What follows belongs to an exercise in optimizing a design on an open flow for small area; a production flow would make more cautious choices.
Where RTL was checked, it was by simulation tests only, not by an equivalence proof against the original.
No functional check of the RTL was part of run 6.
No driver is modelled on the clock port, so clocking that relies on it looks cheaper here than on a real chip.
Power and IR drop assume default switching activity.

==> design.v <==
module top(
    input  logic        clk,
    input  logic        SW,          
    input  logic [63:0] pattern,     
    output logic        _48b         
);
    logic reset;
    assign reset = ~SW;
    logic [63:0] ra, ry;             
    logic [5:0]  d;                  
    logic        tpar;               
    logic        pol;
    logic        fresh;
    logic        inpass;             
    logic [9:1]  L;                  
    logic        E;                  
    logic [7:0]  R0;                 
    assign pol = ~tpar;
    logic ld;
    assign ld = reset & fresh;
    logic a0, a1, a7, a8, a9, a15;
    assign a0  = ra[0]  ^ pol;
    assign a1  = ra[1]  ^ pol;
    assign a7  = ra[7]  ^ pol;
    assign a8  = ra[8]  ^ pol;
    assign a9  = ra[9]  ^ pol;
    assign a15 = ra[15] ^ pol;
    logic h_alive;                   
    logic t1, t7, t8, t9, t15;       
    assign h_alive = a0  & (ry[0]  | fresh);
    assign t1      = a1  & ry[1];
    assign t7      = a7  & ry[7];
    assign t8      = a8  & ry[8];
    assign t9      = a9  & ry[9];
    assign t15     = a15 & ry[15];
    logic c0, c7, r0, r7;
    assign c0 = (d[2:0] == 3'd0);
    assign c7 = (d[2:0] == 3'd7);
    assign r0 = (d[5:3] == 3'd0);
    assign r7 = (d[5:3] == 3'd7);
    logic cl1, cl2, cr1, cr2, cm;
    assign cl1 = c0 ? t7 : L[9];
    assign cl2 = r7 ? R0[0] : (c0 ? t15 : t7);
    assign cr1 = c7 ? E : t1;
    assign cr2 = r7 ? R0[6] : (c7 ? t1 : t9);
    assign cm  = r7 ? R0[7] : t8;
    logic u0, u1, b0, b1, s0, s1, z0, z1, one;
    assign {u1, u0} = L[1] + cl1 + cl2;
    assign {b1, b0} = L[7] + cr1 + cr2;
    assign {s1, s0} = L[8] + cm;
    assign {z1, z0} = u0 + b0 + s0;
    assign one = ((z1 ^ u1) & ~(b1 | s1)) | ((b1 ^ s1) & ~(z1 | u1));
    logic h_dead1, h_dead2, new_alive, new_a, new_y;
    assign h_dead1   = ~a0 & ry[0];
    assign h_dead2   = a0 & ~ry[0];
    assign new_alive = one & (z0 | h_alive);
    assign new_a     = new_alive | h_dead1;
    assign new_y     = new_alive | h_alive;
    always_ff @(posedge clk) begin
        for (int k = 0; k < 63; k++)
            ra[k] <= ~((ld | ra[k+1]) & (SW | pattern[k]));
        ra[63] <= ~((ld | (inpass ? new_a ^ pol : ra[0])) & (SW | pattern[63]));
        ry <= {inpass ? new_y : fresh ? a0 : ry[0], ry[63:1]};
        L  <= {L[8:1], h_alive};
        if (c0) E <= L[8];
        R0 <= {R0[6:0], r0 ? h_alive : R0[7]};
    end
    logic [2:0] m;
    logic       sh, sd;
    logic [4:0] w;
    logic       idle;                
    logic [2:0] blk;
    logic       N, CB;
    logic mend, we, wlast, slot_end, half_end, frame_end, idle_end, enter_gap;
    assign mend      = m[2] & ~m[1];
    assign we        = mend & ~sh & ~sd;
    assign idle      = ~(blk[2] & blk[1]);
    assign wlast     = we & (w == 5'd31);
    assign slot_end  = wlast & ~idle;
    assign half_end  = wlast & (d[4:0] == 5'd0);
    assign frame_end = slot_end & half_end & blk[0];
    assign idle_end  = wlast & blk[2] & ~blk[1];
    assign enter_gap = (slot_end & ~frame_end) | idle_end;
    logic restart;
    assign restart = idle_end | reset;
    always_ff @(posedge clk) begin
        m <= reset ? 3'b011 : enter_gap ? 3'b110 : {m[1], m[0], ~(m[2] | m[1])};
        if (reset) begin
            sh <= 1'b0; sd <= 1'b0;
        end else if (mend) begin
            sh <= ~sh & ~sd & ~enter_gap;
            sd <= sh;
        end
        w <= (reset | enter_gap) ? 5'd7 : w + {4'd0, we};
        blk <= restart ? 3'd6 : blk + {2'd0, (wlast & idle) | half_end};
        d <= reset ? 6'd63 : d + {5'd0, ~enter_gap};
        tpar <= ~(reset | tpar);
    end
    always_ff @(posedge clk) begin
        if (reset) begin
            inpass <= 1'b0; fresh <= 1'b1;
        end else begin
            if (d == 6'd63) inpass <= (blk == 3'd0) & (w[4:2] == 3'b001);
            if (wlast) fresh <= 1'b0;
        end
    end
    logic n_in;
    always_comb begin
        case (w[4:3])
            2'd1: n_in = h_dead2;        
            2'd2: n_in = h_dead1;        
            2'd3: n_in = t1;             
            default: n_in = h_alive;     
        endcase
    end
    always_ff @(posedge clk) begin
        if (d == 6'd63) N <= n_in;
        if (we && w[2:0] == 3'd7) CB <= N;
    end
    assign _48b = ~idle & (sh | (sd & CB));
endmodule
==> flow/run.sh <==
#!/bin/bash
# The standard layout (standard.sh) with these changes:
# - synthesis maps the logic with an area-oriented ABC script
#   (flow/abc_area.script in place of ORFS's abc_speed.script), with no
#   separate adder mapping (ADDER_MAP_FILE empty);
# - port buffers are the smallest buffer cell;
# - the clock tree uses small buffers and no dummy loads;
# - after clock tree synthesis, spare setup slack is traded for smaller
#   cells and clock buffers that drive slow edges are upsized
#   (flow/post_cts.tcl);
# - after global routing, large repair buffers are downsized where no slew
#   or capacitance limit is then violated (flow/post_grt.tcl).
set -euo pipefail
here=$(pwd)
rm -rf "$here/scripts_area"
cp -r "$FLOW_HOME/scripts" "$here/scripts_area"
cp "$here/flow/abc_area.script" "$here/scripts_area/abc_speed.script"
ADDER_MAP_FILE= SCRIPTS_DIR="$here/scripts_area" bash standard.sh synth > synth.log 2>&1
export BUFFER_PORTS_ARGS="-buffer_cell sky130_fd_sc_hd__buf_1"
export CTS_ARGS="-sink_clustering_enable -repair_clock_nets -dont_use_dummy_load -buf_list sky130_fd_sc_hd__clkbuf_4"
export POST_CTS_TCL="$here/flow/post_cts.tcl"
export POST_GLOBAL_ROUTE_TCL="$here/flow/post_grt.tcl"
bash standard.sh > standard.log 2>&1
==> flow/abc_area.script <==
&get -n
&st
&dch
&nf -R 1000
&put
==> flow/post_cts.tcl <==
# After clock tree synthesis: trade the ample setup slack for smaller cells,
# then upsize the clock buffers whose flip-flop loads would see a slow edge.
estimate_parasitics -placement
repair_timing -recover_power 100 -setup_margin 1.0
set upsized 0
# A stronger root buffer sharpens the edges at every leaf buffer.
foreach inst [get_cells clkbuf_0_*] {
  if { [get_property $inst ref_name] == "sky130_fd_sc_hd__clkbuf_4" } {
    replace_cell $inst sky130_fd_sc_hd__clkbuf_8
    incr upsized
  }
}
estimate_parasitics -placement
foreach inst [get_cells clkbuf*] {
  if { [get_property $inst ref_name] != "sky130_fd_sc_hd__clkbuf_4" } { continue }
  set net [get_nets -of_objects [get_pins [get_full_name $inst]/X]]
  set worst 0
  foreach p [get_pins -of_objects $net -filter "direction == input"] {
    foreach prop {slew_max_rise slew_max_fall} {
      set s [get_property $p $prop]
      if { $s > $worst } { set worst $s }
    }
  }
  if { $worst > 0.127 } {
    puts "post_cts: upsizing [get_full_name $inst] (worst load slew $worst ns)"
    replace_cell $inst sky130_fd_sc_hd__clkbuf_8
    incr upsized
  }
}
detailed_placement
check_placement -verbose
estimate_parasitics -placement
==> flow/post_grt.tcl <==
# After global routing and its repairs: try smaller sizes for the large
# signal buffers the repairs inserted, keeping a size only if no slew or
# capacitance limit is then violated.
proc my_violations {} {
  return [expr {[sta::max_slew_violation_count] + [sta::max_capacitance_violation_count]}]
}
estimate_parasitics -global_routing
set base [my_violations]
foreach inst [get_cells *] {
  set ref [get_property $inst ref_name]
  if { ![regexp {^sky130_fd_sc_hd__(buf|bufbuf)_(6|8|12|16)$} $ref] } { continue }
  set name [get_full_name $inst]
  if { [string match clk* $name] } { continue }
  foreach smaller {sky130_fd_sc_hd__buf_2 sky130_fd_sc_hd__buf_4} {
    replace_cell $inst $smaller
    estimate_parasitics -global_routing
    if { [my_violations] <= $base } {
      puts "post_grt: $name $ref -> $smaller"
      break
    }
    replace_cell $inst $ref
    estimate_parasitics -global_routing
  }
}
==> standard.sh <==
#!/bin/bash
# synth_recipe.tcl (not shown) runs the flow's synth.tcl, then flattens the netlist and writes it again
# the make line also repeats each setting of config.mk as NAME=value (left out here)
make -C /OpenROAD-flow-scripts/flow DESIGN_CONFIG=/design/flow/config.mk WORK_HOME=/design/flow/orfs CLKGATE_MAP_FILE= SYNTH_SCRIPT=/design/flow/synth_recipe.tcl "${@:-finish}"
==> config.mk <==
export PLATFORM = sky130hd
export DESIGN_NAME = top
export DESIGN_NICKNAME = top
export VERILOG_FILES = /design/flow/design.v
export SDC_FILE = /design/flow/constraint.sdc
export NUM_CORES = 4
export LEC_CHECK = 0
export CAP_MARGIN = 20
export CORE_MARGIN = 2
export CORE_UTILIZATION = 40
export SLEW_MARGIN = 20
==> constraint.sdc <==
create_clock -name core_clock -period 10.0 [get_ports {clk}]
set_input_delay 2.0000 -clock core_clock [delete_from_list [all_inputs] [get_ports {clk}]]
set_output_delay 2.0000 -clock core_clock [all_outputs]
set_load 0.01 [all_outputs]
==> results by group, run 1 <==
Status
  • Outcome: finished clean

Setup path
  • Cell Chain, Critical Path: clkbuf_2, clkbuf_4, clkinv_1, nor2_1, o21ai_0
  • FF-to-FF setup slack: 6.65 ns
  • Worst reg2reg endpoint: ra[63]$_DFF_P_
  • Critical R2R Launch: d[0]$_SDFF_PN1_
  • Buf+Inv Stages, Crit Path: 3
  • Slowest cell on crit path: clkbuf_4
  • Critical path required time: 10.25 ns
  • Worst setup startpoint: SW
  • Crit Path Class: in -> reg
  • Worst Reg-to-Reg Cells: 14
  • Max FO, Critical Path: 77
  • Startpoint types: input pin
  • Crit. End Element: flop
  • Worst path top cell family by delay: buffers and inverters
  • Max incr delay on CP: 0.66 ns
  • Crit path to: w[1]$_SDFF_PP1_
  • Worst path arrival time: 3.67 ns
  • CP Depth: 5

Yosys
  • Post-synth net total: 428
  • Syn Area/Cell: 12.7 um^2
  • Post-synthesis sequential area ratio: 74.8%
  • Leading area contributor after synthesis: dfxtp_1
  • Post-Syn Area: 4590 um^2
  • Mapped Cells: 362
  • Main synth FF type: dfxtp_1
  • Count of flip-flops with a built-in enable after synthesis: 3
  • Yosys warnings: 1
  • FFs w/ async S/R, synth: 0%
  • Seq cells post-synth: 170
  • Main area contributors after synthesis: dfxtp_1, o22ai_1, xnor2_1
  • Top-area cell type share of the netlist area: 72.8%
  • Yosys cell types: 26

Die
  • I/O Pins: 67
  • Starting Density: 40.6%
  • Die width: 111 um
  • Total core area: between 10000 and 15000 um^2
  • Die area: approximately 12000 um^2
  • Die Ht: around 110 um
  • Std-Cell Rows: 39

GRT
  • Vias in the first global route: ~2900
  • Antenna violations before repair: 0
  • First-pass GRT wire length: 13600 um
  • Global-route total usage across every layer: ~14%
  • Largest net degree at the start of global routing: 78
  • Grt total ovfl: 0

Timing
  • Worst slew pin tran: 0.807 ns
  • Final Cycle Share: 34.2%
  • Final setup TNS: 0 ns
  • Rel. slew slack: between 40% and 50%
  • Slew Limit Fails: 0
  • WHS: 0.294 ns
  • Final-report hold violation count: 0
  • Final setup violating endpoints: 0
  • Fmax: 292 MHz
  • Final Critical Period: between 3 and 4 ns
  • Clock skew: around 0.035 ns

Power and ir drop
  • Logic gate share of total power: 11.9%
  • Sw power: 299 uW
  • Power per cell area: approximately 240 nW/um^2
  • Leak: 0.00195 uW
  • Clk network pwr share: 22.7%
  • Max VDD drop: 114 uV
  • Int Power: 962 uW
  • Overall Power: roughly 1300 uW
  • Net Sw Frac: 23.7%
  • Reg power frac: 65.4%

Final layout
  • Register Area: around 3400 um^2
  • Area of the multi-input gates: 1150 um^2
  • Layout cells sized above 1: 4.70%
  • Design area: slightly above 5000 um^2
  • Finished Layout Cells: 590
  • Most frequent cells in the layout: dfxtp_1, o22ai_1, buf_1, xnor2_1
  • Commonest non-fill, non-tap cell in the layout: dfxtp_1
  • Ant diodes: 0
  • Area growth, synth to finish: 13.3%
  • Final Net Count: between 500 and 600
  • Number of fill cells: about 1100

Detailed routing
  • Final antenna-violating net count: 0
  • DR WL/cell: 13.4 um
  • Post-DR vias/cell: 4.82
  • Vias: 2845
  • Routed wire length: 7920 um
  • Iteration-0 DRC count of the detailed router: 133
  • First drt pass iteration count: 4
  • Remaining routing DRC violations: 0

Placed design
  • Placed Instance Area: 5040 um^2
  • Placed cell count: between 500 and 600
  • Final HPWL DP: a little over 5000 um
  • I/O Buffers: 66
  • Placer Congestion: 0.760

Clock network
  • Clock-pin slew on the worst setup and hold paths: about 0.12 ns
  • CTS tree: yes
  • Worst skew pair latency: 0.41 ns
  • CTS sink cnt: 170

Worst hold path
  • HP Class: reg -> reg
  • HP Start: ry[20]$_DFF_P_

Flow run
  • Max-Cap Viols: 0
worst min-delay path by stage:
stage | end | slack, ns | cells after the start
final | ry[19]$_DFF_P_ | 0.29 | 0
after detailed placement | ry[31]$_DFF_P_ | 0.31 | 0
after global placement | L[3]$_DFF_P_ | 0.31 | 0
after floorplan | L[3]$_DFF_P_ | 0.31 | 0
sequential cells by signal (all words and copies together), names as in the netlist:
name    flops
ra         64
ry         64
L           9
R0          8
d           6
w           5
blk         3
m           3
CB          1
E           1
N           1
fresh       1
inpass      1
sd          1
sh          1
tpar        1
Yosys cell counts (all sizes together) (4+ instances only):
| library cell | number |
|---|---|
| nand2 | 16 |
| nor3 | 6 |
| xnor2 | 19 |
| clkinv | 5 |
| a21oi | 11 |
| dfxtp | 167 |
| and3 | 4 |
| o21ai | 15 |
| nor2 | 17 |
| o22ai | 65 |
| nand2b | 4 |
stage by stage:
step	setup WS [ns]	utilization, %
final	6.58	45.9
after detailed placement	6.26	44.5
after global placement	6.38	44.5
after floorplan	5.56	-
final cells by class:
cell class                      instances  area share, %
Inverter                                5          0.361
Timing Repair Buffer                   68           5.08
Clock buffer                           17           3.06
Tap cell                              143           3.44
Sequential cell                       170           66.0
Multi-Input combinational cell        187           22.0
power by group through the flow:
stage / registers (uW) / logic (uW) / clock network, uW
finish: 825 / 150 / 286
global placement: 839 / 146 / 0
floorplan: 826 / 115 / 0
detailed placement: 839 / 150 / 0
metal layers:
| metal | up-vias | share of wire (%) | global-route usage [%] |
|---|---|---|---|
| met1 | 1289 | 51 | 18.5 |
| met4 | 0 | 1.1 | 4.44 |
| met5 | - | 0 | 0 |
| met2 | 73 | 41 | 19.8 |
| li1 | 1476 | - | - |
| met3 | 7 | 6.5 | 6.12 |
worst reg2reg max path: cells and delay by family, from the launching register on:
kind,cells,cell delay (ns)
compound gates,5,0.86
simple gates,3,0.79
xor+xnor,4,0.57
fa+ha+maj,1,0.38
flops,1,0.34
mux,1,0.30
kinds of logic (layout without fill, tap and decap cells):
kind of cell,Yosys count,count (layout),synth area share [%]
adders and majority gates,1,1,0.218
xor gates and xnor gates,22,22,4.20
AOI/OAI and AO/OA,102,102,13.5
DFF,170,170,74.8
buffers and inverters,5,90,0.409
and+or+nand+nor,60,60,6.35
muxes,2,2,0.491
==> run 2: changes to the inputs <==
--- a/flow/post_cts.tcl
+++ b/flow/post_cts.tcl
@@ -3,14 +3,6 @@
 estimate_parasitics -placement
 repair_timing -recover_power 100 -setup_margin 1.0
 set upsized 0
-# A stronger root buffer sharpens the edges at every leaf buffer.
-foreach inst [get_cells clkbuf_0_*] {
-  if { [get_property $inst ref_name] == "sky130_fd_sc_hd__clkbuf_4" } {
-    replace_cell $inst sky130_fd_sc_hd__clkbuf_8
-    incr upsized
-  }
-}
-estimate_parasitics -placement
 foreach inst [get_cells clkbuf*] {
   if { [get_property $inst ref_name] != "sky130_fd_sc_hd__clkbuf_4" } { continue }
   set net [get_nets -of_objects [get_pins [get_full_name $inst]/X]]
--- a/config.mk
+++ b/config.mk
@@ -7,5 +7,5 @@
 export LEC_CHECK = 0
 export CAP_MARGIN = 20
 export CORE_MARGIN = 2
-export CORE_UTILIZATION = 40
+export CORE_UTILIZATION = 55
 export SLEW_MARGIN = 20
==> run 2 against run 1 <==
Compared with the run above: still clean; setup slack better by 0.075 ns; die area down 26%; combinational power about the same; synthesized cell count unchanged; via count up 0.53%; design area down 1.0%; clock power down 3%; critical path depth unchanged; sequential power about the same; critical path type unchanged; highest routed layer unchanged.
==> results by group, run 2 <==
Timing
  • Clock skew: 0.0372 ns (was 0.0350 ns)
  • Rel. slew slack: 46.9% (was 46.2%)
  • Fmax: 299 MHz (was 292 MHz)
  • Slew Limit Fails: 0 (unchanged)
  • Final setup TNS: 0 ns (unchanged)
  • Final Critical Period: 3.35 ns (was 3.42 ns)
  • Final setup violating endpoints: 0 (unchanged)
  • Worst slew pin tran: 0.796 ns (was 0.807 ns)
  • Final-report hold violation count: 0 (unchanged)
  • Final Cycle Share: 33.5% (was 34.2%)

Yosys
  • Yosys cell types: 26 (unchanged)
  • Post-Syn Area: 4590 um^2 (unchanged)
  • Syn Area/Cell: 12.7 um^2 (unchanged)
  • Largest family of logic cells by synthesized area: compound AO/OA/AOI/OAI gates (unchanged)
  • Post-synthesis mux area share: 0.491% (unchanged)
  • Yosys warnings: 1 (unchanged)
  • Top-area cell type share of the netlist area: 72.8% (unchanged)
  • Count of flip-flops with a built-in enable after synthesis: 3 (unchanged)
  • Post-Synth Adder-Cell Area: 0.218% (unchanged)
  • Main synth FF type: dfxtp_1 (unchanged)
  • Complex-gate fraction of the synthesized area: 13.5% (unchanged)
  • Leading area contributor after synthesis: dfxtp_1 (unchanged)
  • Count leader, synth: dfxtp_1 (unchanged)
  • Mapped Cells: 362 (unchanged)
  • Post-synth net total: 428 (unchanged)
  • FFs w/ async S/R, synth: 0% (unchanged)
  • Simple-gate share of the synthesized area: 6.35% (unchanged)
  • Post-synthesis sequential area ratio: 74.8% (unchanged)
  • Seq cells post-synth: 170 (unchanged)
  • Main area contributors after synthesis: dfxtp_1, o22ai_1, xnor2_1 (unchanged)
  • Top cells by count, synth: dfxtp_1, o22ai_1, xnor2_1 (unchanged)
  • Post-synthesis xor/xnor area fraction: 4.20% (unchanged)

Final layout
  • Design area: 5150 um^2 (was 5200 um^2)
  • Most frequent cells in the layout: dfxtp_1, o22ai_1, buf_1, xnor2_1 (unchanged)
  • Final Net Count: 515 (unchanged)
  • Area growth, synth to finish: 12.1% (was 13.3%)
  • Layout cells sized above 1: 4.70% (unchanged)
  • Biggest regs: ra (64), ry (64), L (9) (unchanged)
  • Ant diodes: 0 (unchanged)
  • Commonest non-fill, non-tap cell in the layout: dfxtp_1 (unchanged)

Power and ir drop
  • Leak: 0.00195 uW (about the same)
  • Power per cell area: 243 nW/um^2 (was 242 nW/um^2)
  • Max VDD drop: 148 uV (was 114 uV)
  • Overall Power: 1250 uW (was 1260 uW)

Clock network
  • CTS tree: yes (unchanged)
  • Worst skew pair latency: 0.40 ns (was 0.41 ns)
  • CTS sink cnt: 170 (unchanged)
  • Clock-pin slew on the worst setup and hold paths: 0.12 ns (about the same)

Setup path
  • Slowest cell on crit path: clkbuf_4 (unchanged)
  • Max incr delay on CP: 0.64 ns (was 0.66 ns)
  • Crit. End Element: flop (unchanged)
  • Max FO, Critical Path: 77 (unchanged)
  • Buf+Inv Stages, Crit Path: 3 (unchanged)
  • Cell Chain, Critical Path: clkbuf_2, clkbuf_4, clkinv_1, nor2_1, o21ai_0 (unchanged)
  • FF-to-FF setup slack: 6.71 ns (was 6.65 ns)
  • Critical path required time: 10.28 ns (was 10.25 ns)
  • Critical R2R Launch: tpar$_DFF_P_ (was d[0]$_SDFF_PN1_)
  • Crit Path Class: in -> reg (unchanged)
  • Worst path top cell family by delay: buffers and inverters (unchanged)
  • Worst path arrival time: 3.63 ns (was 3.67 ns)
  • Startpoint types: input pin (unchanged)
  • Worst reg2reg endpoint: ra[63]$_DFF_P_ (unchanged)
  • Worst Reg-to-Reg Cells: 14 (unchanged)

GRT
  • Vias in the first global route: 2739 (was 2873)
  • Grt total ovfl: 0 (unchanged)
  • First-pass GRT wire length: 12600 um (was 13600 um)
  • Largest net degree at the start of global routing: 78 (unchanged)
  • Global-route total usage across every layer: 18.7% (was 13.7%)
  • Antenna violations before repair: 0 (unchanged)

Worst hold path
  • Worst Hold Path EP: ry[42]$_DFF_P_ (was ry[19]$_DFF_P_)
  • Hold depth: 0 (unchanged)
  • HP Class: reg -> reg (unchanged)
  • HP Start: ry[43]$_DFF_P_ (was ry[20]$_DFF_P_)

Die
  • I/O Pins: 67 (unchanged)
  • Starting Density: 56.4% (was 40.6%)
  • Die area: 9090 um^2 (was 12300 um^2)
  • Die width: 95.4 um (was 111 um)
  • Std-Cell Rows: 33 (was 39)
  • Die Ht: 95.4 um (was 111 um)
  • Total core area: 8130 um^2 (was 11300 um^2)

Detailed routing
  • Post-DR vias/cell: 5.18 (was 4.82)
  • Remaining routing DRC violations: 0 (unchanged)
  • First drt pass iteration count: 4 (unchanged)
  • DR WL/cell: 13.8 um (was 13.4 um)
  • Final antenna-violating net count: 0 (unchanged)
  • Iteration-0 DRC count of the detailed router: 69 (was 133)
  • Routed wire length: 7630 um (was 7920 um)
  • Vias: 2860 (was 2845)

Placed design
  • I/O Buffers: 66 (unchanged)
  • Final HPWL DP: 4980 um (was 5100 um)
  • Placed Instance Area: 4990 um^2 (was 5040 um^2)
  • Placer Congestion: 0.746 (was 0.760)

Flow run
  • Max-Cap Viols: 0 (unchanged)

Status
  • Outcome: finished clean (unchanged)
[run 2: cell count changes in the layout (fill, tap and decap cells not counted)]
cell / before / now
clkbuf_4: 14 / 15
clkbuf_8: 5 / 4
[run 2: cells by family after synthesis]
logic type / Yosys count
AOI/OAI and AO/OA: 102
xor gates and xnor gates: 22
adders and majority gates: 1
buffers and inverters: 5
DFF: 170
muxes: 2
and+or+nand+nor: 60
[run 2: through the flow]
stage / hold WS, ns / setup slack, ns / util (%) / std cells
after floorplan: 0.310 / 5.56 / - / 362
after global placement: 0.311 / 6.37 / 61.4 / 535
after detailed placement: 0.312 / 6.29 / 61.4 / 535
final: 0.304 / 6.65 / 63.3 / 552
[run 2: cell type report]
class / instances / area [um^2]
flip-flops and latches: 170 / 3430
well taps: 105 / 131
clock buffers: 17 / 153
fillers: 666 / 2990
repair buffers: 68 / 264
inverters: 5 / 18.8
multi-input cells: 187 / 1150
[run 2: how the worst max path moves through the flow]
stage / startpoint / to / slack (ns) / cells after the start
final: SW / w[1]$_SDFF_PP1_ / 6.65 / 5
after floorplan: SW / ra[0]$_DFF_P_ / 5.56 / 2
after global placement: SW / w[2]$_SDFF_PP1_ / 6.37 / 5
after detailed placement: SW / w[2]$_SDFF_PP1_ / 6.29 / 5
[run 2: layer usage]
metal,up-vias,global-route usage [%],part of all wire [%]
met5,-,0,0
met4,0,8.70,1.7
li1,1469,-,-
met2,78,25.9,41
met3,11,7.83,6.7
met1,1302,25.5,50
[run 2: report_power, final]
| group | internal [uW] | switching (uW) | total, uW |
|---|---|---|---|
| Clock | 96.6 | 181 | 277 |
| Sequential | 788 | 36.1 | 824 |
| Combinational | 73.0 | 76.9 | 150 |
==> run 3: changes to the inputs <==
--- a/config.mk
+++ b/config.mk
@@ -7,5 +7,5 @@
 export LEC_CHECK = 0
 export CAP_MARGIN = 20
 export CORE_MARGIN = 2
-export CORE_UTILIZATION = 55
+export CORE_UTILIZATION = 88
 export SLEW_MARGIN = 20
==> run 3 against run 2 <==
Compared with the run above: the run now fails in clock tree synthesis; area after synthesis did not move; synthesized cell count did not move.
==> results by group, run 3 <==
Status
  • Halt Stage: clock tree synthesis
  • Halt Reason: [ERROR DPL-0038] Utilization greater than 100%, impossible to legalize
  • Outcome: did not finish (was finished clean)

Yosys
  • Mapped Cells: 362 (unchanged)
  • Count leader, synth: dfxtp_1 (unchanged)
  • Yosys warnings: 1 (unchanged)
  • Seq cells post-synth: 170 (unchanged)
  • Post-synthesis sequential area ratio: 74.8% (unchanged)
  • Count of flip-flops with a built-in enable after synthesis: 3 (unchanged)
  • Main area contributors after synthesis: dfxtp_1, o22ai_1, xnor2_1 (unchanged)
  • Post-Syn Area: 4590 um^2 (unchanged)
  • Main synth FF type: dfxtp_1 (unchanged)
  • Leading area contributor after synthesis: dfxtp_1 (unchanged)
  • Yosys cell types: 26 (unchanged)
  • Top-area cell type share of the netlist area: 72.8% (unchanged)
  • Syn Area/Cell: 12.7 um^2 (unchanged)
  • Top cells by count, synth: dfxtp_1, o22ai_1, xnor2_1 (unchanged)
  • FFs w/ async S/R, synth: 0% (unchanged)
  • Post-synth net total: 428 (unchanged)

Placed design
  • Final HPWL DP: 9480 um (was 4980 um)
  • Placed Instance Area: 4950 um^2 (was 4990 um^2)
  • Placed cell count: 500 (was 535)
  • Placer Congestion: 0.802 (was 0.746)
  • I/O Buffers: 66 (unchanged)

Die
  • Die width: 76.2 um (was 95.4 um)
  • Std-Cell Rows: 26 (was 33)
  • I/O Pins: 67 (unchanged)
  • Die Ht: 76.2 um (was 95.4 um)
  • Starting Density: 90.5% (was 56.4%)

Clock network
  • CTS sink cnt: 170 (unchanged)
run 3: cell counts after synthesis:
No cell type changed its count.
run 3: power groups by stage:
stage / combinational (uW) / clock (uW) / sequential [uW]
3_5_place_dp: 173 / 0 / 851
3_3_place_gp: 142 / 0 / 837
2_1_floorplan: 115 / 0 / 826
run 3: how the worst max path moves through the flow:
| stage | start | endpoint | slack, ns | cells after the start |
|---|---|---|---|---|
| 3_5_place_dp | SW | w[1]$_SDFF_PP1_ | 6.19 | 5 |
| 3_3_place_gp | SW | w[2]$_SDFF_PP1_ | 6.45 | 5 |
| 2_1_floorplan | SW | ra[0]$_DFF_P_ | 5.56 | 2 |
run 3: cells by family after synthesis:
| family | after synthesis | share of synthesized area (%) |
|---|---|---|
| flops | 170 | 74.8 |
| compound gates | 102 | 13.5 |
| simple gates | 60 | 6.35 |
| xor+xnor | 22 | 4.20 |
| buf+inv | 5 | 0.409 |
| mux | 2 | 0.491 |
| fa+ha+maj | 1 | 0.218 |
run 3: per-stage QoR:
stage	hold WS, ns	worst slack (ns)
after detailed placement	0.312	6.19
after global placement	0.311	6.45
after floorplan	0.310	5.56
==> run 4: changes to the inputs <==
--- a/config.mk
+++ b/config.mk
@@ -7,5 +7,5 @@
 export LEC_CHECK = 0
 export CAP_MARGIN = 20
 export CORE_MARGIN = 2
-export CORE_UTILIZATION = 88
+export CORE_UTILIZATION = 40
 export SLEW_MARGIN = 20
==> run 4 against run 3 <==
Compared with the run above: now clean on timing, DRC and antenna; area after synthesis did not move; synthesized cell count did not move.
==> results by group, run 4 <==
Status
  • Outcome: finished clean (was did not finish)

Final layout
  • Layout cells sized above 1: 4.70%
  • Most frequent cells in the layout: dfxtp_1, o22ai_1, buf_1, xnor2_1
  • Biggest regs: ra (64), ry (64), L (9)
  • Finished Layout Cells: 590
  • Number of fill cells: 1068
  • Area growth, synth to finish: 13.3%
  • Commonest non-fill, non-tap cell in the layout: dfxtp_1
  • Register Area: ~3400 um^2
  • Area of the multi-input gates: 1150 um^2
  • Design area: 5200 um^2
  • Final Net Count: 515
  • Ant diodes: 0

Setup path
  • Max incr delay on CP: 0.66 ns
  • Crit Path Class: in -> reg
  • Crit. End Element: flop
  • Slowest cell on crit path: clkbuf_4
  • Cell Chain, Critical Path: clkbuf_2, clkbuf_4, clkinv_1, nor2_1, o21ai_0
  • Max FO, Critical Path: 77
  • Critical path required time: 10.25 ns
  • Worst path arrival time: 3.67 ns
  • Startpoint types: input pin
  • Buf+Inv Stages, Crit Path: 3
  • Worst path top cell family by delay: buffers and inverters

Yosys
  • Yosys cell types: 26 (unchanged)
  • Main synth FF type: dfxtp_1 (unchanged)
  • Post-synth net total: 428 (unchanged)
  • Top cells by count, synth: dfxtp_1, o22ai_1, xnor2_1 (unchanged)
  • Main area contributors after synthesis: dfxtp_1, o22ai_1, xnor2_1 (unchanged)
  • Post-Syn Area: 4590 um^2 (unchanged)
  • Syn Area/Cell: 12.7 um^2 (unchanged)
  • Top-area cell type share of the netlist area: 72.8% (unchanged)
  • Post-synthesis sequential area ratio: 74.8% (unchanged)
  • Seq cells post-synth: 170 (unchanged)
  • Count leader, synth: dfxtp_1 (unchanged)
  • Yosys warnings: 1 (unchanged)
  • Count of flip-flops with a built-in enable after synthesis: 3 (unchanged)
  • FFs w/ async S/R, synth: 0% (unchanged)
  • Leading area contributor after synthesis: dfxtp_1 (unchanged)
  • Mapped Cells: 362 (unchanged)

Detailed routing
  • Vias: about 2800
  • Final antenna-violating net count: 0
  • Iteration-0 DRC count of the detailed router: 133
  • First drt pass iteration count: 4
  • Remaining routing DRC violations: 0
  • Post-DR vias/cell: between 4 and 5
  • DR WL/cell: 13.4 um
  • Routed wire length: around 8000 um

Timing
  • Clock skew: 0.0350 ns
  • Fmax: between 200 and 300 MHz
  • Final Cycle Share: 34.2%
  • Rel. slew slack: 46.2%
  • Final-report hold violation count: 0
  • Final Critical Period: 3.42 ns
  • Slew Limit Fails: 0
  • Final setup TNS: 0 ns
  • Worst slew pin tran: 0.807 ns
  • WHS: 0.294 ns
  • Final setup violating endpoints: 0

GRT
  • Largest net degree at the start of global routing: 78
  • Global-route total usage across every layer: about 14%
  • First-pass GRT wire length: 13600 um
  • Grt total ovfl: 0
  • Antenna violations before repair: 0
  • Vias in the first global route: 2873

Clock network
  • CTS sink cnt: 170 (unchanged)
  • Clock-pin slew on the worst setup and hold paths: 0.12 ns
  • Worst skew pair latency: between 0.4 and 0.5 ns
  • CTS tree: yes

Die
  • Starting Density: 40.6% (was 90.5%)
  • Die Ht: 111 um (was 76.2 um)
  • Die area: between 10000 and 15000 um^2
  • Die width: 111 um (was 76.2 um)
  • Total core area: about 11000 um^2
  • I/O Pins: 67 (unchanged)
  • Std-Cell Rows: 39 (was 26)

Power and ir drop
  • Max VDD drop: 114 uV
  • Leak: 0.00195 uW
  • Power per cell area: 242 nW/um^2
  • Overall Power: 1260 uW

Placed design
  • Placed cell count: 573 (was 500)
  • Placed Instance Area: 5040 um^2 (was 4950 um^2)
  • I/O Buffers: 66 (unchanged)
  • Placer Congestion: 0.760 (was 0.802)
  • Final HPWL DP: 5100 um (was 9480 um)

Flow run
  • Max-Cap Viols: 0

Worst hold path
  • HP Class: reg -> reg
run 4: cell counts after synthesis:
No cell type changed its count.
run 4: logic make-up (layout without fill, tap and decap cells):
family	count (synthesis)	count (layout)	share of synthesized area, %
AOI/OAI and AO/OA	102	102	13.5
xor gates and xnor gates	22	22	4.20
buffers and inverters	5	90	0.409
adders and majority gates	1	1	0.218
muxes	2	2	0.491
and+or+nand+nor	60	60	6.35
DFF	170	170	74.8
run 4: stage by stage:
step                      setup WS [ns]  utilization [%]
after floorplan                    5.56                -
after global placement             6.38             44.5
after detailed placement           6.26             44.5
final                              6.58             45.9
run 4: final cells by class:
class,count,share of cell area (%)
clock buffers,17,3.06
inverters,5,0.361
flip-flops and latches,170,66.0
multi-input cells,187,22.0
repair buffers,68,5.08
well taps,143,3.44
run 4: worst paths after layout:
check	startpoint	to	slack [ns]	depth (start not counted)
min reg2reg	ry[20]$_DFF_P_	ry[19]$_DFF_P_	0.29	0
max reg2reg	d[0]$_SDFF_PN1_	ra[63]$_DFF_P_	6.65	14
max	SW	w[1]$_SDFF_PP1_	6.58	5
min	ry[20]$_DFF_P_	ry[19]$_DFF_P_	0.29	0
run 4: report_power, final:
group          switching (uW)  internal [uW]  leakage, uW  total [uW]
combinational            77.1           73.0     0.000438         150
clock                     185            101    0.0000912         286
sequential               36.9            788      0.00142         825
total                     299            962      0.00195        1260
run 4: layer usage:
layer	vias up	track usage (%)	share of wire (%)
met2	73	19.8	41
met4	0	4.44	1.1
met1	1289	18.5	51
met5	-	0	0
li1	1476	-	-
met3	7	6.12	6.5
==> run 5: changes to the inputs <==
--- a/config.mk
+++ b/config.mk
@@ -7,5 +7,5 @@
 export LEC_CHECK = 0
 export CAP_MARGIN = 20
 export CORE_MARGIN = 2
-export CORE_UTILIZATION = 40
+export CORE_UTILIZATION = 70
 export SLEW_MARGIN = 20
==> run 5 against run 4 <==
Compared with the run above: total power decreased by 0.99%; count of clock-buffer cells in the layout unchanged; clock skew increased by 0.0067 ns; clock power fell by 7.0%; setup slack gained 0.050 ns; critical endpoint is now ra[63]$_DFF_P_; largest cell class unchanged; area after synthesis stayed put; combinational power rose by 3%; first-iteration DRC count increased by 5.3%; non-clock buffer count is the same.
==> results by group, run 5 <==
Yosys
  • Main area contributors after synthesis: dfxtp_1, o22ai_1, xnor2_1 (unchanged)
  • Post-synth net total: 428 (unchanged)
  • Largest family of logic cells by synthesized area: compound AO/OA/AOI/OAI gates (unchanged)
  • Top-area cell type share of the netlist area: 72.8% (unchanged)
  • Post-Syn Area: 4590 um^2 (unchanged)
  • Simple-gate share of the synthesized area: 6.35% (unchanged)
  • Top cells by count, synth: dfxtp_1, o22ai_1, xnor2_1 (unchanged)
  • Post-synthesis xor/xnor area fraction: 4.20% (unchanged)
  • Main synth FF type: dfxtp_1 (unchanged)
  • Yosys warnings: 1 (unchanged)
  • Leading area contributor after synthesis: dfxtp_1 (unchanged)
  • Mapped Cells: 362 (unchanged)
  • Post-synthesis sequential area ratio: 74.8% (unchanged)
  • Count leader, synth: dfxtp_1 (unchanged)
  • Count of flip-flops with a built-in enable after synthesis: 3 (unchanged)
  • Post-Synth Adder-Cell Area: 0.218% (unchanged)
  • Post-synthesis mux area share: 0.491% (unchanged)
  • Yosys cell types: 26 (unchanged)
  • Syn Area/Cell: 12.7 um^2 (unchanged)
  • FFs w/ async S/R, synth: 0% (unchanged)
  • Complex-gate fraction of the synthesized area: 13.5% (unchanged)
  • Seq cells post-synth: 170 (unchanged)

Die
  • Starting Density: 72.3% (was 40.6%)
  • Std-Cell Rows: 29 (was 39)
  • Die area: 7220 um^2 (was 12300 um^2)
  • Total core area: 6350 um^2 (was 11300 um^2)
  • Die width: 85.0 um (was 111 um)
  • I/O Pins: 67 (unchanged)
  • Die Ht: 85.0 um (was 111 um)

Detailed routing
  • DR WL/cell: 15.2 um (was 13.4 um)
  • Iteration-0 DRC count of the detailed router: 140 (was 133)
  • Routed wire length: 7940 um (was 7920 um)
  • First drt pass iteration count: 4 (unchanged)
  • Vias: 2919 (was 2845)
  • Post-DR vias/cell: 5.57 (was 4.82)
  • Remaining routing DRC violations: 0 (unchanged)
  • Final antenna-violating net count: 0 (unchanged)

Final layout
  • Final Net Count: 515 (unchanged)
  • Most frequent cells in the layout: dfxtp_1, o22ai_1, buf_1, xnor2_1, clkbuf_4 (was dfxtp_1, o22ai_1, buf_1, xnor2_1)
  • Core Util, Final: 80.3% (was 45.9%)
  • Area growth, synth to finish: 11.1% (was 13.3%)
  • Commonest non-fill, non-tap cell in the layout: dfxtp_1 (unchanged)
  • Ant diodes: 0 (unchanged)
  • Layout cells sized above 1: 4.70% (unchanged)
  • Biggest regs: ra (64), ry (64), L (9) (unchanged)

Clock network
  • CTS sink cnt: 170 (unchanged)
  • Clock-pin slew on the worst setup and hold paths: 0.12 ns (about the same)
  • CTS tree: yes (unchanged)
  • Worst skew pair latency: 0.41 ns (about the same)

Timing
  • Clock skew: 0.0417 ns (was 0.0350 ns)
  • Worst slew pin tran: 0.804 ns (was 0.807 ns)
  • Slew Limit Fails: 0 (unchanged)
  • Fmax: 296 MHz (was 292 MHz)
  • Final setup violating endpoints: 0 (unchanged)
  • WHS: 0.292 ns (was 0.294 ns)
  • Final Cycle Share: 33.7% (was 34.2%)
  • Rel. slew slack: 46.4% (was 46.2%)
  • Final setup TNS: 0 ns (unchanged)
  • Final-report hold violation count: 0 (unchanged)
  • Final Critical Period: 3.37 ns (was 3.42 ns)

GRT
  • Vias in the first global route: 2968 (was 2873)
  • Largest net degree at the start of global routing: 78 (unchanged)
  • Grt total ovfl: 0 (unchanged)
  • First-pass GRT wire length: 13200 um (was 13600 um)
  • Global-route total usage across every layer: 23.7% (was 13.7%)
  • Antenna violations before repair: 0 (unchanged)

Placed design
  • I/O Buffers: 66 (unchanged)
  • Placer Congestion: 0.830 (was 0.760)
  • Final HPWL DP: 5350 um (was 5100 um)

Power and ir drop
  • Max VDD drop: 248 uV (was 114 uV)
  • Leak: 0.00195 uW (about the same)
  • Power per cell area: 245 nW/um^2 (was 242 nW/um^2)

Flow run
  • Max-Cap Viols: 0 (unchanged)

Setup path
  • Critical R2R Launch: tpar$_DFF_P_ (was d[0]$_SDFF_PN1_)
  • Slowest cell on crit path: dfxtp_1 (was clkbuf_4)
  • Crit Path Class: reg -> reg (was in -> reg)
  • CP dominant cell by count: xnor2_1
  • Worst path top cell family by delay: XOR/XNOR gates (was buffers and inverters)
  • Crit. End Element: flop (unchanged)
  • Worst setup startpoint: tpar$_DFF_P_ (was SW)
  • Cell Chain, Critical Path: xnor2_1, nand2_1, o21ai_0, o21a_1, xnor2_1, xnor2_1, maj3_1, xnor2_1, nor3b_1, o22ai_1, nand2b_1, xnor2_1, mux2_1, o22ai_1 (was clkbuf_2, clkbuf_4, clkinv_1, nor2_1, o21ai_0)
  • Worst path arrival time: 3.66 ns (was 3.67 ns)
  • Buf+Inv Stages, Crit Path: 0 (was 3)
  • Critical path required time: 10.29 ns (was 10.25 ns)
  • Max FO, Critical Path: 8 (was 77)
  • Startpoint types: flop (was input pin)
  • Max incr delay on CP: 0.62 ns (was 0.66 ns)

Worst hold path
  • HP Start: ry[16]$_DFF_P_ (was ry[20]$_DFF_P_)
  • HP Class: reg -> reg (unchanged)

Status
  • Outcome: finished clean (unchanged)
## run 5: worst paths after layout
kind	end	slack, ns	cells past startpoint
max reg2reg	ra[63]$_DFF_P_	6.63	14
min	ry[15]$_DFF_P_	0.29	0
min reg2reg	ry[15]$_DFF_P_	0.29	0
max	ra[63]$_DFF_P_	6.63	14
## run 5: layer usage
metal / vias up / GRT usage [%] / wire (um)
met5: - / 0 / 0
met4: 0 / 7.79 / 65
met3: 7 / 9.82 / 433
met2: 69 / 37.4 / 3680
met1: 1376 / 29.9 / 3760
li1: 1467 / - / -
## run 5: per-stage QoR
step	instances	area, um^2	power (uW)	setup WS, ns
after floorplan	362	4590	940	5.56
final	524	5100	1250	6.63
after detailed placement	507	4960	994	6.32
after global placement	507	4960	982	6.42
## run 5: report_power, final
group          switching, uW  leakage (uW)  internal (uW)
registers               38.8       0.00142            788
logic                   82.4      0.000438           73.0
clock network            178     0.0000834           88.0
total                    299       0.00195            949
## run 5: logic make-up after synthesis
| group | count (synthesis) |
|---|---|
| compound gates | 102 |
| xor+xnor | 22 |
| flops | 170 |
| fa+ha+maj | 1 |
| buf+inv | 5 |
| mux | 2 |
| simple gates | 60 |
## run 5: final cells by class
type / count / area [um^2]
sequential: 170 / 3430
fill: 390 / 1250
multi-input combinational: 187 / 1150
timing repair buffer: 68 / 264
clock buffer: 17 / 140
tap: 77 / 96.3
inverter: 5 / 18.8
## run 5: worst reg2reg max path: stages, from the launching register on
cell      delay (ns)
dfxtp_1         0.62
xnor2_1         0.19
nand2_1         0.13
o21ai_0         0.22
o21a_1          0.19
xnor2_1         0.17
xnor2_1         0.16
maj3_1          0.42
xnor2_1         0.18
nor3b_1         0.07
o22ai_1         0.27
nand2b_1        0.12
xnor2_1         0.13
mux2_1          0.31
o22ai_1         0.10
==> run 6: changes to the inputs <==
--- a/design.v
+++ b/design.v
@@ -13,8 +13,8 @@
     logic        fresh;
     logic        inpass;             
     logic [9:1]  L;                  
-    logic        E;                  
     logic [7:0]  R0;                 
+    logic        CB;                 
     assign pol = ~tpar;
     logic ld;
     assign ld = reset & fresh;
@@ -41,7 +41,7 @@
     logic cl1, cl2, cr1, cr2, cm;
     assign cl1 = c0 ? t7 : L[9];
     assign cl2 = r7 ? R0[0] : (c0 ? t15 : t7);
-    assign cr1 = c7 ? E : t1;
+    assign cr1 = c7 ? CB : t1;
     assign cr2 = r7 ? R0[6] : (c7 ? t1 : t9);
     assign cm  = r7 ? R0[7] : t8;
     logic u0, u1, b0, b1, s0, s1, z0, z1, one;
@@ -62,7 +62,6 @@
         ra[63] <= ~((ld | (inpass ? new_a ^ pol : ra[0])) & (SW | pattern[63]));
         ry <= {inpass ? new_y : fresh ? a0 : ry[0], ry[63:1]};
         L  <= {L[8:1], h_alive};
-        if (c0) E <= L[8];
         R0 <= {R0[6:0], r0 ? h_alive : R0[7]};
     end
     logic [2:0] m;
@@ -70,7 +69,7 @@
     logic [4:0] w;
     logic       idle;                
     logic [2:0] blk;
-    logic       N, CB;
+    logic       N;
     logic mend, we, wlast, slot_end, half_end, frame_end, idle_end, enter_gap;
     assign mend      = m[2] & ~m[1];
     assign we        = mend & ~sh & ~sd;
@@ -115,7 +114,9 @@
     end
     always_ff @(posedge clk) begin
         if (d == 6'd63) N <= n_in;
-        if (we && w[2:0] == 3'd7) CB <= N;
+        if (inpass) begin
+            if (c0) CB <= L[8];
+        end else if (we && w[2:0] == 3'd7) CB <= N;
     end
     assign _48b = ~idle & (sh | (sd & CB));
 endmodule
==> run 6 against run 5 <==
Compared with the run above: clock power rose by 4%; count of clock-buffer cells in the layout unchanged; combinational power up 3%; core utilization down 0.079 points; sequential power is essentially flat; total power is 1.1% higher; critical path depth down 9; design area barely moved; critical path type is now in -> reg; largest power group unchanged.
==> results by group, run 6 <==
Yosys
  • Post-synthesis sequential area ratio: 74.2% (was 74.8%)
  • Yosys cell types: 25 (was 26)
  • Top cells by count, synth: dfxtp_1, o22ai_1, nand2_1, xnor2_1, o21ai_0 (was dfxtp_1, o22ai_1, xnor2_1)
  • Yosys warnings: 1 (unchanged)
  • Top-area cell type share of the netlist area: 72.9% (was 72.8%)
  • Syn Area/Cell: 12.6 um^2 (was 12.7 um^2)
  • FFs w/ async S/R, synth: 0% (unchanged)
  • Seq cells post-synth: 169 (was 170)
  • Mapped Cells: 363 (was 362)
  • Post-Syn Area: 4590 um^2 (about the same)
  • Count of flip-flops with a built-in enable after synthesis: 2 (was 3)
  • Leading area contributor after synthesis: dfxtp_1 (unchanged)
  • Main synth FF type: dfxtp_1 (unchanged)
  • Count leader, synth: dfxtp_1 (unchanged)
  • Post-synth net total: 429 (was 428)
  • Main area contributors after synthesis: dfxtp_1, o22ai_1, xnor2_1 (unchanged)

Setup path
  • Startpoint types: input pin (was flop)
  • Crit. End Element: flop (unchanged)
  • Slowest cell on crit path: nor2_2 (was dfxtp_1)
  • Max incr delay on CP: 0.83 ns (was 0.62 ns)
  • CP dominant cell by count: clkbuf_2 (was xnor2_1)
  • Worst path arrival time: 4.35 ns (was 3.66 ns)
  • Worst path top cell family by delay: buffers and inverters (was XOR/XNOR gates)
  • Crit Path Class: in -> reg (was reg -> reg)
  • Critical path required time: 10.24 ns (was 10.29 ns)
  • Buf+Inv Stages, Crit Path: 3 (was 0)
  • Cell Chain, Critical Path: clkbuf_2, clkbuf_4, nor2_2, clkbuf_2, o22ai_1 (was xnor2_1, nand2_1, o21ai_0, o21a_1, xnor2_1, xnor2_1, maj3_1, xnor2_1, nor3b_1, o22ai_1, nand2b_1, xnor2_1, mux2_1, o22ai_1)
  • Max FO, Critical Path: 81 (was 8)

GRT
  • Grt total ovfl: 0 (unchanged)
  • Global-route total usage across every layer: 25.3% (was 23.7%)
  • Largest net degree at the start of global routing: 82 (was 78)
  • First-pass GRT wire length: 13900 um (was 13200 um)
  • Antenna violations before repair: 0 (unchanged)
  • Vias in the first global route: 3020 (was 2968)

Placed design
  • I/O Buffers: 66 (unchanged)
  • Placer Congestion: 0.796 (was 0.830)
  • Final HPWL DP: 5560 um (was 5350 um)
  • Worst Setup Slack post-DPL: 6.28 ns (was 6.32 ns)

Timing
  • Final-report hold violation count: 0 (unchanged)
  • Clock skew: 0.0403 ns (was 0.0417 ns)
  • Slew Limit Fails: 0 (unchanged)
  • Final worst slack: 5.89 ns (was 6.63 ns)
  • Final Critical Period: 4.11 ns (was 3.37 ns)
  • WHS: 0.311 ns (was 0.292 ns)
  • Worst slew pin tran: 0.870 ns (was 0.804 ns)
  • Fmax: 244 MHz (was 296 MHz)
  • Rel. slew slack: 41.9% (was 46.4%)
  • Final setup violating endpoints: 0 (unchanged)
  • Final setup TNS: 0 ns (unchanged)
  • Final Cycle Share: 41.1% (was 33.7%)

Final layout
  • Area growth, synth to finish: 11.0% (was 11.1%)
  • Number of fill cells: 390 (unchanged)
  • Layout cells sized above 1: 4.69% (was 4.70%)
  • Ant diodes: 0 (unchanged)
  • Most frequent cells in the layout: dfxtp_1, o22ai_1, buf_1, xnor2_1, nand2_1 (was dfxtp_1, o22ai_1, buf_1, xnor2_1, clkbuf_4)
  • Final Net Count: 516 (was 515)
  • Biggest regs: ra (64), ry (64), L (9) (unchanged)
  • Commonest non-fill, non-tap cell in the layout: dfxtp_1 (unchanged)

Die
  • Die width: 85.0 um (about the same)
  • I/O Pins: 67 (unchanged)
  • Total core area: 6350 um^2 (unchanged)
  • Starting Density: 72.2% (was 72.3%)
  • Die area: 7220 um^2 (about the same)
  • Die Ht: 85.0 um (about the same)
  • Std-Cell Rows: 29 (unchanged)

Detailed routing
  • Routed wire length: 8370 um (was 7940 um)
  • Remaining routing DRC violations: 0 (unchanged)
  • Vias: 2964 (was 2919)
  • Post-DR vias/cell: 5.65 (was 5.57)
  • Iteration-0 DRC count of the detailed router: 171 (was 140)
  • First drt pass iteration count: 4 (unchanged)
  • Final antenna-violating net count: 0 (unchanged)
  • DR WL/cell: 15.9 um (was 15.2 um)

Power and ir drop
  • Max VDD drop: 248 uV (about the same)
  • Power per cell area: 248 nW/um^2 (was 245 nW/um^2)
  • Leak: 0.00196 uW (was 0.00195 uW)
  • Overall Power: 1260 uW (was 1250 uW)

Clock network
  • CTS tree: yes (unchanged)
  • Clock-pin slew on the worst setup and hold paths: 0.12 ns (about the same)
  • CTS sink cnt: 169 (was 170)
  • Worst skew pair latency: 0.42 ns (was 0.41 ns)

Status
  • Outcome: finished clean (unchanged)

Flow run
  • Max-Cap Viols: 0 (unchanged)

Worst hold path
  • HP Class: reg -> reg (unchanged)
[run 6: cell count changes in the layout (fill, tap and decap cells not counted), sizes merged, moves of 2 or more]
cell	before	now
nand2	16	20
nor2	17	12
mux2	2	4
o21a	2	4
nor3b	3	1
[run 6: per-stage QoR]
| step | util, % | area, um^2 | instances |
|---|---|---|---|
| 2_1_floorplan | - | 4590 | 363 |
| 3_3_place_gp | 78.0 | 4950 | 508 |
| 3_5_place_dp | 78.0 | 4950 | 508 |
| 6_report | 80.2 | 5090 | 525 |
[run 6: power by group]
part	switching, uW	total (uW)	internal [uW]
registers	42.5	826	783
clock network	183	276	92.3
logic	82.9	160	76.8
total	309	1260	952
[run 6: final timing paths]
check / from / end / slack (ns) / cells after the start
worst max-delay path: SW / ra[31]$_DFF_P_ / 5.89 / 5
worst min register to register: ry[56]$_DFF_P_ / ry[55]$_DFF_P_ / 0.31 / 0
worst min-delay path: ry[56]$_DFF_P_ / ry[55]$_DFF_P_ / 0.31 / 0
worst max register to register: m[1]$_SDFF_PP1_ / d[5]$_SDFF_PN1_ / 6.57 / 14
[run 6: kinds of logic (layout without fill, tap and decap cells)]
kind of cell               Yosys count  in the layout  share of synthesized area [%]
adders and majority gates            1              1                          0.218
buffers and inverters                5             90                          0.409
AOI/OAI and AO/OA                  103            103                           13.7
xor gates and xnor gates            24             24                           4.58
and+or+nand+nor                     57             57                           5.95
DFF                                169            169                           74.2
muxes                                4              4                          0.982
[run 6: worst register-to-register path: stages, from the launching register on]
cell and delay, ns:
dfxtp_1 0.33, nand2b_1 0.18, nor3_1 0.40, and3_1 0.26
and2_0 0.30, and3_1 0.32, nand2_1 0.08, nor3_1 0.26
a31oi_1 0.24, clkinv_1 0.13, nand2_1 0.09, nor2_1 0.26
and3_1 0.24, xnor2_1 0.13, nand2_1 0.06
[run 6: cell type report]
class	count	area [um^2]	area share, %
clock buffer	17	146	2.87
inverter	5	18.8	0.368
multi-input combinational	189	1170	22.9
sequential	169	3400	66.8
tap	77	96.3	1.89
timing repair buffer	68	262	5.13
[run 6: metal layers]
| metal | wire length (um) | vias up | GRT usage [%] |
|---|---|---|---|
| met4 | 163 | 0 | 9.81 |
| met5 | 0 | - | 0 |
| li1 | - | 1469 | - |
| met3 | 575 | 17 | 11.0 |
| met1 | 3660 | 1383 | 31.9 |
| met2 | 3970 | 95 | 38.9 |
==> run 7: changes to the inputs <==
--- a/design.v
+++ b/design.v
@@ -13,8 +13,8 @@
     logic        fresh;
     logic        inpass;             
     logic [9:1]  L;                  
+    logic        E;                  
     logic [7:0]  R0;                 
-    logic        CB;                 
     assign pol = ~tpar;
     logic ld;
     assign ld = reset & fresh;
@@ -41,7 +41,7 @@
     logic cl1, cl2, cr1, cr2, cm;
     assign cl1 = c0 ? t7 : L[9];
     assign cl2 = r7 ? R0[0] : (c0 ? t15 : t7);
-    assign cr1 = c7 ? CB : t1;
+    assign cr1 = c7 ? E : t1;
     assign cr2 = r7 ? R0[6] : (c7 ? t1 : t9);
     assign cm  = r7 ? R0[7] : t8;
     logic u0, u1, b0, b1, s0, s1, z0, z1, one;
@@ -62,6 +62,7 @@
         ra[63] <= ~((ld | (inpass ? new_a ^ pol : ra[0])) & (SW | pattern[63]));
         ry <= {inpass ? new_y : fresh ? a0 : ry[0], ry[63:1]};
         L  <= {L[8:1], h_alive};
+        if (c0) E <= L[8];
         R0 <= {R0[6:0], r0 ? h_alive : R0[7]};
     end
     logic [2:0] m;
@@ -69,7 +70,7 @@
     logic [4:0] w;
     logic       idle;                
     logic [2:0] blk;
-    logic       N;
+    logic       N, CB;
     logic mend, we, wlast, slot_end, half_end, frame_end, idle_end, enter_gap;
     assign mend      = m[2] & ~m[1];
     assign we        = mend & ~sh & ~sd;
@@ -114,9 +115,7 @@
     end
     always_ff @(posedge clk) begin
         if (d == 6'd63) N <= n_in;
-        if (inpass) begin
-            if (c0) CB <= L[8];
-        end else if (we && w[2:0] == 3'd7) CB <= N;
+        if (we && w[2:0] == 3'd7) CB <= N;
     end
     assign _48b = ~idle & (sh | (sd & CB));
 endmodule
--- a/flow/run.sh
+++ b/flow/run.sh
@@ -1,8 +1,7 @@
 #!/bin/bash
 # The standard layout (standard.sh) with these changes:
 # - synthesis maps the logic with an area-oriented ABC script
-#   (flow/abc_area.script in place of ORFS's abc_speed.script), with no
-#   separate adder mapping (ADDER_MAP_FILE empty);
+#   (flow/abc_area.script in place of ORFS's abc_speed.script);
 # - port buffers are the smallest buffer cell;
 # - the clock tree uses small buffers and no dummy loads;
 # - after clock tree synthesis, spare setup slack is traded for smaller
@@ -15,7 +14,7 @@
 rm -rf "$here/scripts_area"
 cp -r "$FLOW_HOME/scripts" "$here/scripts_area"
 cp "$here/flow/abc_area.script" "$here/scripts_area/abc_speed.script"
-ADDER_MAP_FILE= SCRIPTS_DIR="$here/scripts_area" bash standard.sh synth > synth.log 2>&1
+SCRIPTS_DIR="$here/scripts_area" bash standard.sh synth > synth.log 2>&1
 export BUFFER_PORTS_ARGS="-buffer_cell sky130_fd_sc_hd__buf_1"
 export CTS_ARGS="-sink_clustering_enable -repair_clock_nets -dont_use_dummy_load -buf_list sky130_fd_sc_hd__clkbuf_4"
 export POST_CTS_TCL="$here/flow/post_cts.tcl"
--- a/flow/post_cts.tcl
+++ b/flow/post_cts.tcl
@@ -13,7 +13,7 @@
       if { $s > $worst } { set worst $s }
     }
   }
-  if { $worst > 0.127 } {
+  if { $worst > 0.122 } {
     puts "post_cts: upsizing [get_full_name $inst] (worst load slew $worst ns)"
     replace_cell $inst sky130_fd_sc_hd__clkbuf_8
     incr upsized
--- a/config.mk
+++ b/config.mk
@@ -7,5 +7,5 @@
 export LEC_CHECK = 0
 export CAP_MARGIN = 20
 export CORE_MARGIN = 2
-export CORE_UTILIZATION = 70
+export CORE_UTILIZATION = 40
 export SLEW_MARGIN = 20
==> run 7 against run 6 <==
Compared with the run above: still clean; core utilization decreased by 34 points; via count shrank 4.3%; register-to-register slack got worse by 0.06 ns; clock skew decreased by 0.0028 ns; critical path type is now reg -> reg; largest cell class unchanged; largest power group unchanged.
==> results by group, run 7 <==
Yosys
  • Post-synthesis xor/xnor area fraction: 2.65% (was 4.58%)
  • Yosys warnings: 1 (unchanged)
  • Post-Synth Adder-Cell Area: 3.72% (was 0.218%)
  • Top-area cell type share of the netlist area: 72.1% (was 72.9%)
  • Syn Area/Cell: 13.0 um^2 (was 12.6 um^2)
  • Main area contributors after synthesis: dfxtp_1, o22ai_1, ha_1 (was dfxtp_1, o22ai_1, xnor2_1)
  • Post-synth net total: 435 (was 429)
  • Leading area contributor after synthesis: dfxtp_1 (unchanged)
  • Count of flip-flops with a built-in enable after synthesis: 3 (was 2)
  • Yosys cell types: 29 (was 25)
  • Mapped Cells: 357 (was 363)
  • Seq cells post-synth: 170 (was 169)
  • Main synth FF type: dfxtp_1 (unchanged)
  • Complex-gate fraction of the synthesized area: 12.3% (was 13.7%)
  • FFs w/ async S/R, synth: 0% (unchanged)
  • Post-synthesis sequential area ratio: 74.1% (was 74.2%)
  • Simple-gate share of the synthesized area: 5.96% (was 5.95%)
  • Count leader, synth: dfxtp_1 (unchanged)
  • Largest family of logic cells by synthesized area: compound AO/OA/AOI/OAI gates (unchanged)
  • Post-Syn Area: 4640 um^2 (was 4590 um^2)
  • Post-synthesis mux area share: 0.486% (was 0.982%)
  • Top cells by count, synth: dfxtp_1, o22ai_1, nand2_1 (was dfxtp_1, o22ai_1, nand2_1, xnor2_1, o21ai_0)

GRT
  • Largest net degree at the start of global routing: 82 (unchanged)
  • Most Crowded Layer GR: met2 (unchanged)
  • Grt total ovfl: 0 (unchanged)
  • Antenna violations before repair: 0 (unchanged)
  • Met2 global-route usage: 18.7% (was 38.9%)
  • Global-route total usage across every layer: 13.6% (was 25.3%)
  • First-pass GRT wire length: 13300 um (was 13900 um)
  • Vias in the first global route: 2798 (was 3020)
  • GR Layer Usage met1: 18.3% (was 31.9%)
  • Met3 usage: 6.48% (was 11.0%)

Setup path
  • FF-to-FF setup slack: 6.51 ns (was 6.57 ns)
  • Worst path top cell family by delay: adder cells (was buffers and inverters)
  • Buf+Inv Stages, Crit Path: 2 (was 3)
  • Worst path arrival time: 3.81 ns (was 4.35 ns)
  • Max FO, Critical Path: 7 (was 81)
  • Slowest cell on crit path: fa_1 (was nor2_2)
  • Critical path required time: 10.32 ns (was 10.24 ns)
  • Cell Chain, Critical Path: nor3_1, clkbuf_1, nand3_1, o211ai_1, o21a_1, fa_1, fa_1, clkinv_1, ha_1, a22o_1, o21ai_0, nand2b_1, xnor2_1, mux2_1, o22ai_1 (was clkbuf_2, clkbuf_4, nor2_2, clkbuf_2, o22ai_1)
  • Crit Path Class: reg -> reg (was in -> reg)
  • Startpoint types: flop (was input pin)
  • Crit. End Element: flop (unchanged)
  • CP dominant cell by count: fa_1 (was clkbuf_2)
  • Max incr delay on CP: 0.45 ns (was 0.83 ns)

Detailed routing
  • DR WL/cell: 13.5 um (was 15.9 um)
  • First drt pass iteration count: 4 (unchanged)
  • Final antenna-violating net count: 0 (unchanged)
  • Vias: 2836 (was 2964)
  • Remaining routing DRC violations: 0 (unchanged)
  • Iteration-0 DRC count of the detailed router: 79 (was 171)
  • Post-DR vias/cell: 4.83 (was 5.65)
  • Routed wire length: 7900 um (was 8370 um)

Status
  • Outcome: finished clean (unchanged)

Final layout
  • Area growth, synth to finish: 13.4% (was 11.0%)
  • Ant diodes: 0 (unchanged)
  • Commonest non-fill, non-tap cell in the layout: dfxtp_1 (unchanged)
  • Final Net Count: 524 (was 516)
  • Layout cells sized above 1: 4.95% (was 4.69%)
  • Biggest regs: ra (64), ry (64), L (9) (unchanged)
  • Most frequent cells in the layout: dfxtp_1, buf_1, o22ai_1, nand2_1, clkbuf_4 (was dfxtp_1, o22ai_1, buf_1, xnor2_1, nand2_1)
  • Core Util, Final: 46.2% (was 80.2%)

Timing
  • Final-report hold violation count: 0 (unchanged)
  • Final setup violating endpoints: 0 (unchanged)
  • Clock skew: 0.0375 ns (was 0.0403 ns)
  • Final Cycle Share: 34.9% (was 41.1%)
  • Final Critical Period: 3.49 ns (was 4.11 ns)
  • Final setup TNS: 0 ns (unchanged)
  • Worst slew pin tran: 0.791 ns (was 0.870 ns)
  • Slew Limit Fails: 0 (unchanged)
  • Fmax: 287 MHz (was 244 MHz)
  • Rel. slew slack: 47.3% (was 41.9%)

Worst hold path
  • HP Class: reg -> reg (unchanged)

Clock network
  • Clock-pin slew on the worst setup and hold paths: 0.11 ns (was 0.12 ns)
  • CTS tree: yes (unchanged)
  • CTS sink cnt: 170 (was 169)
  • Worst skew pair latency: 0.42 ns (about the same)

Die
  • Die width: 112 um (was 85.0 um)
  • I/O Pins: 67 (unchanged)
  • Starting Density: 40.8% (was 72.2%)
  • Die area: 12500 um^2 (was 7220 um^2)
  • Total core area: 11400 um^2 (was 6350 um^2)
  • Std-Cell Rows: 39 (was 29)
  • Die Ht: 112 um (was 85.0 um)

Power and ir drop
  • Power per cell area: 228 nW/um^2 (was 248 nW/um^2)
  • Max VDD drop: 121 uV (was 248 uV)
  • Leak: 0.00199 uW (was 0.00196 uW)

Placed design
  • I/O Buffers: 66 (unchanged)
  • Placer Congestion: 0.763 (was 0.796)
  • Final HPWL DP: 5050 um (was 5560 um)

Flow run
  • Max-Cap Viols: 0 (unchanged)
## run 7: cell types whose count changed after synthesis, moves of 4 or more
cell,change
o21ai_0,-5
or2_0,+4
ha_1,+9
nand2_1,-4
xnor2_1,-11
nand3_1,+9
a21oi_1,-4
clkinv_1,+5
and3_1,-4
## run 7: path summary, 6_finish.rpt
check	depth (start not counted)	startpoint	endpoint
min reg2reg	0	ry[43]$_DFF_P_	ry[42]$_DFF_P_
max	15	d[0]$_SDFF_PN1_	ra[63]$_DFF_P_
max reg2reg	15	d[0]$_SDFF_PN1_	ra[63]$_DFF_P_
min	0	ry[43]$_DFF_P_	ry[42]$_DFF_P_
## run 7: cells by family after synthesis
kind of cell / Yosys count
flops: 170
mux: 2
fa+ha+maj: 12
simple gates: 57
xor+xnor: 14
buf+inv: 10
compound gates: 92
## run 7: final cells by class
class | count | area (um^2)
sequential | 170 | 3430
clock buffer | 17 | 159
timing repair buffer | 70 | 275
inverter | 10 | 37.5
tap | 143 | 179
multi-input combinational | 177 | 1170
fill | 1053 | 6110
## run 7: per-layer routing
| metal | vias up | wire length [um] |
|---|---|---|
| li1 | 1447 | - |
| met1 | 1316 | 3840 |
| met2 | 67 | 3340 |
| met3 | 6 | 602 |
| met4 | 0 | 120 |
| met5 | - | 0 |
## run 7: metrics by stage
step	total power, uW	worst slack (ns)	cells	area [um^2]	hold WS [ns]
detailed placement	924	6.47	569	5090	0.312
floorplan	879	5.56	357	4640	0.310
finish	1200	6.51	587	5260	0.313
global placement	921	6.51	569	5090	0.310
## run 7: where the power goes
group | total (uW) | switching (uW) | leakage, uW | internal [uW]
combinational | 128 | 66.3 | 0.000480 | 61.4
clock | 288 | 187 | 0.0000912 | 101
sequential | 782 | 28.1 | 0.00142 | 754
## run 7: worst register-to-register path: cells and delay by family (launching register included)
| kind | cells | cell delay [ns] |
|---|---|---|
| AO/OA/AOI/OAI | 5 | 0.69 |
| multiplexers | 1 | 0.30 |
| flip-flops | 1 | 0.34 |
| XOR/XNOR | 1 | 0.13 |
| buffers and inverters | 2 | 0.40 |
| adder cells (fa/ha/maj) | 3 | 1.10 |
| AND/OR/NAND/NOR | 3 | 0.43 |

-- re-timing with driven ports --
The flow's constraints put no driver on any port. The routed layouts listed below were extracted and timed again, unchanged, in two steps.
Step 1 (the two cells are an assumption about what drives the block):
set clk [get_ports {clk}]
set_driving_cell -lib_cell sky130_fd_sc_hd__clkbuf_16 $clk
set_driving_cell -lib_cell sky130_fd_sc_hd__buf_2 [delete_from_list [all_inputs] $clk]
Step 2 times the ports against the registers' clock, not the clock port: input delays grow and output delays shrink by t, the midpoint of the rising clock arrivals with the driver on.
Three values: ideal, step 1, step 2; two values: the first two.
run | shift t [ns] | slack for setup (ns) | worst setup path at the end
run 1 | 0.428 | 6.576 / 6.585 / 6.156 | input to register
run 2 | 0.422 | 6.652 / 6.655 / 6.233 | input to register
run 4 | 0.428 | 6.576 / 6.585 / 6.156 | input to register
run 5 | 0.418 | 6.627 / 6.627 / 6.235 | input to register
run 6 | 0.427 | 5.895 / 5.898 / 5.471 | input to register
run 7 | 0.429 | 6.514 / 6.514 / 6.285 | input to register
After both steps setup and hold are still met in every run listed. For run 6, which loses most, drivers alone change the setup slack by +0.003 ns; drivers and shift together by -0.424 ns.
